Context: an optimization exercise on an open-source flow, tuned for small area. The choices shown serve that exercise and are no tape-out recipe. The RTL was checked by simulation tests, not by an equivalence proof against the original design.

## LCD_Driver
module LCD_Driver(
    output SF_CE0,
    output LCD_RW,
    output LCD_RS,
    output [3:0] SF_D,
    output LCD_E,
    input clock,
    input reset
);
    localparam [11:0] C0V = 12'd129;
    localparam [9:0]  K0V = 10'd54;
    reg [11:0] c;
    reg [9:0]  k;
    wire bslot = (~k[9] & ~k[8] & ~k[7] & ~k[6] & ~k[5] & k[4]) | (~k[9] & ~k[8] & ~k[7] & ~k[6] & k[5] & ~k[4]) | (k[9] & ~k[8] & ~k[7] & ~k[6] & ~k[5] & ~k[4] & ~k[3] & k[2]) | (~k[9] & ~k[8] & ~k[7] & ~k[6] & ~k[5] & k[3] & k[2] & k[1] & k[0]);
    wire rb0 = (k[3] & k[2] & k[1] & ~k[0]) | (~k[9] & ~k[3] & k[2] & k[0]) | (~k[4] & ~k[3] & k[1] & k[0]) | (k[4] & ~k[3] & ~k[2] & ~k[0]) | (~k[4] & ~k[2] & k[1] & ~k[0]) | (k[4] & k[3] & ~k[2] & ~k[1]) | (~k[9] & k[2] & ~k[1] & k[0]);
    wire rb1 = (~k[2] & ~k[1] & ~k[0]) | (k[4] & ~k[2] & k[1] & k[0]) | (~k[4] & k[2] & ~k[1] & k[0]) | (k[5] & k[3] & k[1] & k[0]) | (~k[4] & ~k[3] & ~k[2] & ~k[0]) | (k[3] & k[2] & ~k[1] & k[0]) | (k[4] & ~k[3] & k[2] & k[1] & ~k[0]);
  ...
For scale: roughly 22 flip-flops, ~1800 um2 of cells after synthesis.
==> flow/config.mk <==
export PLATFORM = sky130hd
export DESIGN_NAME = LCD_Driver
export DESIGN_NICKNAME = LCD_Driver
export VERILOG_FILES = /design/flow/design.v
export SDC_FILE = /design/flow/constraint.sdc
export NUM_CORES = 4
export LEC_CHECK = 0
export CAP_MARGIN = 20
export CORE_MARGIN = 2
export CORE_UTILIZATION = 40
export SLEW_MARGIN = 20
==> flow/constraint.sdc <==
create_clock -name core_clock -period 20.0 [get_ports {clock}]
set_input_delay 4.0000 -clock core_clock [delete_from_list [all_inputs] [get_ports {clock}]]
set_output_delay 4.0000 -clock core_clock [all_outputs]
set_load 0.01 [all_outputs]
run.sh (not shown) runs the stock make flow with config.mk's settings and CLKGATE_MAP_FILE= SYNTH_SCRIPT=/design/flow/synth_recipe.tcl, a recipe that flattens the netlist after the stock synthesis.
Change:
==> flow/flow/run.sh (new file) <==
#!/bin/bash
# Own layout flow: the standard ORFS flow, with two changes.
# 1. Synthesis: the standard synthesis script (synth_recipe.tcl -> ORFS synth.tcl) run against
#    a copy of ORFS's scripts in which the combinational mapping uses an area-oriented ABC
#    script and Yosys does not pre-extract half/full adders. Registers, their names and their
#    cell types are made exactly as in the standard synthesis (dfflibmap runs before ABC).
# 2. Layout: port buffers use buf_1, and CTS uses small clock buffers without dummy loads.
# Every tool's output goes to a log file in this folder.
set -euo pipefail
W=$(pwd)
cp -r "$FLOW_HOME/scripts" "$W/myscripts"
cp "$W/flow/abc_area_deep.script" "$W/myscripts/abc_speed.script"
python3 - "$W/myscripts/synth.tcl" <<'PY'
import sys
p = sys.argv[1]
s = open(p).read()
old = "if {\n  [env_var_exists_and_non_empty ADDER_MAP_FILE] &&"
assert old in s
s = s.replace(old, "if { 0 &&\n  [env_var_exists_and_non_empty ADDER_MAP_FILE] &&")
open(p, "w").write(s)
PY
bash standard.sh SCRIPTS_DIR="$W/myscripts" synth > "$W/log_synth.txt" 2>&1
export BUFFER_PORTS_ARGS="-buffer_cell sky130_fd_sc_hd__buf_1"
export CTS_ARGS="-sink_clustering_enable -repair_clock_nets -dont_use_dummy_load -buf_list {sky130_fd_sc_hd__clkbuf_2 sky130_fd_sc_hd__clkbuf_4} -root_buf sky130_fd_sc_hd__clkbuf_4"
bash standard.sh finish > "$W/log_layout.txt" 2>&1
==> flow/flow/abc_area_deep.script (new file) <==
&get -n
&st
&deepsyn -T 120
&dch -f
&nf -R 1000 -p
&put
topo
dnsize -c
==> flow/standard.sh (new file) <==
#!/bin/bash
# synth_recipe.tcl (not shown) runs the flow's synth.tcl, then flattens the netlist and writes it again
# the make line also repeats each setting of config.mk as NAME=value (left out here)
make -C /OpenROAD-flow-scripts/flow DESIGN_CONFIG=/design/flow/config.mk WORK_HOME=/design/flow/orfs CLKGATE_MAP_FILE= SYNTH_SCRIPT=/design/flow/synth_recipe.tcl "${@:-finish}"
removed: flow/run.sh
Result:
- global-route usage goes up by 2.4 points
- fmax stays flat
- worst setup slack improves by 0.018 ns
- worst hold slack loses 0.13 ns
- clock skew goes down by 0.0036 ns

port drivers added, routing unchanged:
Ports are ideal in the flow. The routed layouts listed here were re-timed in OpenROAD.
Step 1 sets driving cells, clkbuf_16 on the clock port and buf_2 on the other inputs (assumed; they add their load-dependent delay and slew).
Step 2 also shifts input and output timing later by t, the mid clock arrival at the registers, as if the neighbouring blocks saw the same clock.
a / b / c = no drivers / after step 1 / after step 2; a / b = the first two.
| run | t, ns | setup WS [ns] | clock arrival spread, ns |
|---|---|---|---|
| the first run | 0.280 | 13.181 / 13.158 / 13.438 | 0.006 / 0.006 |
| the second run | 0.316 | 13.199 / 13.175 / 13.491 | 0.002 / 0.002 |
After both steps setup and hold are still met in every run listed.
